Source: an optimization exercise on an open RTL-to-GDS flow (aim: small area, a short achievable clock period and few clock cycles). Production flows keep margins and buffers that such runs may drop. Where RTL was checked, it was by simulation tests only, not by an equivalence proof against the original.

==> inputs of 05-11 <==
Design projeto, start of the top module:
module projeto(
    input ck,
    input inicio,
    input rst,
    input [15:0] X,
    input [15:0] A,
    input [15:0] B,
    input [15:0] C,
    output pronto,
    output overflow,
    output [15:0] resultado
);
    reg busy, pr, ov, qh;
    reg [15:0] qa, qb;
    reg [3:0] ql;
    wire [16:0] v = qa + qb;
    wire vo = ov | qh | (|ql) | v[16];
    wire [15:0] m = busy ? v[15:0] : A;
    wire [15:0] k = busy ? C : B;
    wire [15:0] ra, rb;
    wire [3:0] pl;
    wire hi, po;
    mac u(.m(m), .x(X), .k(k), .ra(ra), .rb(rb), .hi(hi), .po(po), .pl(pl));
    always @(posedge ck) begin
        qa <= ra;
        qb <= rb;
        qh <= hi;
        ql <= pl;
        ov <= po | (busy & vo);
        if (rst) begin
            busy <= 1'b0;
            pr   <= 1'b0;
        end else begin
            busy <= ~busy & inicio;
            pr   <= busy;
        end
    end
    assign pronto = pr;
    assign resultado = v[15:0];
    assign overflow = vo;
endmodule
clock: 9.5 ns
lec_check: 0
cap_margin: 20
core_margin: 2
core_utilization: 70
cts_buf_list: sky130_fd_sc_hd__clkbuf_4
setup_slack_margin: 3.8
slew_margin: 20
standard.sh (not shown) runs the stock make flow with config.mk's settings and CLKGATE_MAP_FILE= SYNTH_SCRIPT=/design/flow/synth_recipe.tcl, a recipe that flattens the netlist after the stock synthesis.
==> flow/flow/run.sh <==
#!/bin/bash
# Standard ORFS layout with two changes: Yosys's early "abc -fast" is skipped so the
# explicit adder tree in the RTL maps straight onto full-adder cells, and port buffers
# use the smallest buffer.
set -euo pipefail
export SYNTH_ARGS="-noabc"
export BUFFER_PORTS_ARGS="-buffer_cell sky130_fd_sc_hd__buf_1"
bash standard.sh > standard.log 2>&1
==> 11-04: changes against 05-11 <==
- CORE_UTILIZATION: 70 -> 60
- CTS_BUF_LIST: sky130_fd_sc_hd__clkbuf_4 -> default
==> 03-05: changes against 05-11 <==
--- a/flow/design.v
+++ b/flow/design.v
@@ -1,15 +1,12 @@
 module mac(
     input [15:0] m,
     input [15:0] x,
     input [15:0] k,
-    output [15:0] ra,
-    output [15:0] rb,
-    output hi,
-    output po,
-    output [3:0] pl
+    output [15:0] s,
+    output o
 );
     wire pp_0_0 = m[0] & x[0];
     wire pp_0_1 = m[0] & x[1];
     wire pp_0_2 = m[0] & x[2];
     wire pp_0_3 = m[0] & x[3];
     wire pp_0_4 = m[0] & x[4];
@@ -381,17 +378,18 @@
     wire s235 = s229 ^ s231 ^ c204;
     wire c236 = (s229 & s231) | (s229 & c204) | (s231 & c204);
     wire s237 = c206 ^ s233 ^ s235;
     wire c238 = (c206 & s233) | (c206 & s235) | (s233 & s235);
     wire s239 = c208 ^ c210 ^ s237;
     wire c240 = (c208 & c210) | (c208 & s237) | (c210 & s237);
-    assign ra = {s239, s209, s181, s155, s131, s109, s89, s71, s55, s41, s29, s19, s11, s5, s1, k[0]};
-    assign rb = {1'b0, c182, 1'b0, c132, 1'b0, 1'b0, c72, 1'b0, 1'b0, c30, 1'b0, 1'b0, 1'b0, 1'b0, 1'b0, pp_0_0};
-    assign hi = (m[1] & (|x[15:15])) | (m[2] & (|x[15:14])) | (m[3] & (|x[15:13])) | (m[4] & (|x[15:12])) | (m[5] & (|x[15:11])) | (m[6] & (|x[15:10])) | (m[7] & (|x[15:9])) | (m[8] & (|x[15:8])) | (m[9] & (|x[15:7])) | (m[10] & (|x[15:6])) | (m[11] & (|x[15:5])) | (m[12] & (|x[15:4])) | (m[13] & (|x[15:3])) | (m[14] & (|x[15:2])) | (m[15] & (|x[15:1]));
-    assign po = c212 | c214 | c216 | c218 | c220 | c222 | c224 | c226 | c228;
-    assign pl = {c230 | c232, c234 | c236, c238, c240};
+    wire [15:0] ra = {s239, s209, s181, s155, s131, s109, s89, s71, s55, s41, s29, s19, s11, s5, s1, k[0]};
+    wire [15:0] rb = {1'b0, c182, 1'b0, c132, 1'b0, 1'b0, c72, 1'b0, 1'b0, c30, 1'b0, 1'b0, 1'b0, 1'b0, 1'b0, pp_0_0};
+    wire [16:0] sum = ra + rb;
+    assign s = sum[15:0];
+    wire hi = (m[1] & (|x[15:15])) | (m[2] & (|x[15:14])) | (m[3] & (|x[15:13])) | (m[4] & (|x[15:12])) | (m[5] & (|x[15:11])) | (m[6] & (|x[15:10])) | (m[7] & (|x[15:9])) | (m[8] & (|x[15:8])) | (m[9] & (|x[15:7])) | (m[10] & (|x[15:6])) | (m[11] & (|x[15:5])) | (m[12] & (|x[15:4])) | (m[13] & (|x[15:3])) | (m[14] & (|x[15:2])) | (m[15] & (|x[15:1]));
+    assign o = hi | sum[16] | c212 | c214 | c216 | c218 | c220 | c222 | c224 | c226 | c228 | c230 | c232 | c234 | c236 | c238 | c240;
 endmodule
 module projeto(
     input ck,
     input inicio,
     input rst,
     input [15:0] X,
@@ -399,35 +397,28 @@
     input [15:0] B,
     input [15:0] C,
     output pronto,
     output overflow,
     output [15:0] resultado
 );
-    reg busy, pr, ov, qh;
-    reg [15:0] qa, qb;
-    reg [3:0] ql;
-    wire [16:0] v = qa + qb;
-    wire vo = ov | qh | (|ql) | v[16];
-    wire [15:0] m = busy ? v[15:0] : A;
+    reg busy, pr, ov;
+    reg [15:0] r;
+    wire [15:0] m = busy ? r : A;
     wire [15:0] k = busy ? C : B;
-    wire [15:0] ra, rb;
-    wire [3:0] pl;
-    wire hi, po;
-    mac u(.m(m), .x(X), .k(k), .ra(ra), .rb(rb), .hi(hi), .po(po), .pl(pl));
+    wire [15:0] s;
+    wire o;
+    mac u(.m(m), .x(X), .k(k), .s(s), .o(o));
     always @(posedge ck) begin
-        qa <= ra;
-        qb <= rb;
-        qh <= hi;
-        ql <= pl;
-        ov <= po | (busy & vo);
+        r  <= s;
+        ov <= o | (busy & ov);
         if (rst) begin
             busy <= 1'b0;
             pr   <= 1'b0;
         end else begin
             busy <= ~busy & inicio;
             pr   <= busy;
         end
     end
     assign pronto = pr;
-    assign resultado = v[15:0];
-    assign overflow = vo;
+    assign resultado = r;
+    assign overflow = ov;
 endmodule
- CORE_UTILIZATION: 70 -> 40
- CTS_BUF_LIST: sky130_fd_sc_hd__clkbuf_4 -> default
- SETUP_SLACK_MARGIN: 3.8 -> 3.2
==> comparison <==
03-05 finished clean. 05-11 went through all stages and came out clean. 11-04 completed without violations. In 11-04 the synthesized area is higher than in 03-05, by about 9%. In 03-05 the hold slack is better than in 05-11, by 140 ps. Cell count: 05-11 < 11-04 < 03-05. The lowest design area belongs to 05-11, the highest to 03-05. The lowest utilization belongs to 03-05, the highest to 05-11. Clock-buffer cell count: 11-04 is higher than 03-05 (2). The lowest sequential share of layout area belongs to 03-05, the highest to 05-11.
Testbench counts of 05-11, summed over its fixed seeds: cycles 4,800.
Testbench counts of 11-04, summed over its fixed seeds: cycles 4,800.
The RTL of 03-05 was laid out without a check of its function.

## static timing again, ports no longer ideal
How much do the figures lean on ideal ports? The routed layouts below were timed once more, with nothing changed but the port constraints.
Step 1 sets driving cells, clkbuf_16 on the clock port and buf_2 on the other inputs (assumed; they add their load-dependent delay and slew).
Step 2 adds t to the input delays and takes it off the output delays; t is the mean of the earliest and latest rising clock arrival at the registers after step 1. Input paths then give back, and output paths get back, about the clock's delay inside the block.
a / b / c = ideal ports / drivers / drivers and shift; a / b = the first two.
run | t (ns) | slack for setup (ns) | hold slack, ns | slew at the worst register clock pin (ns)
05-11 | 0.357 | 3.904 / 3.906 / 3.549 | 0.584 / 0.584 / 0.584 | 0.11 / 0.11
11-04 | 0.315 | 3.904 / 3.902 / 3.587 | 0.595 / 0.595 / 0.595 | 0.07 / 0.07
03-05 | 0.293 | 3.180 / 3.177 / 2.884 | 0.728 / 0.728 / 0.728 | 0.06 / 0.06
After both steps every run listed still meets setup and hold. For 05-11, which loses most, drivers alone change the setup slack by +0.002 ns; drivers and shift together by -0.355 ns.
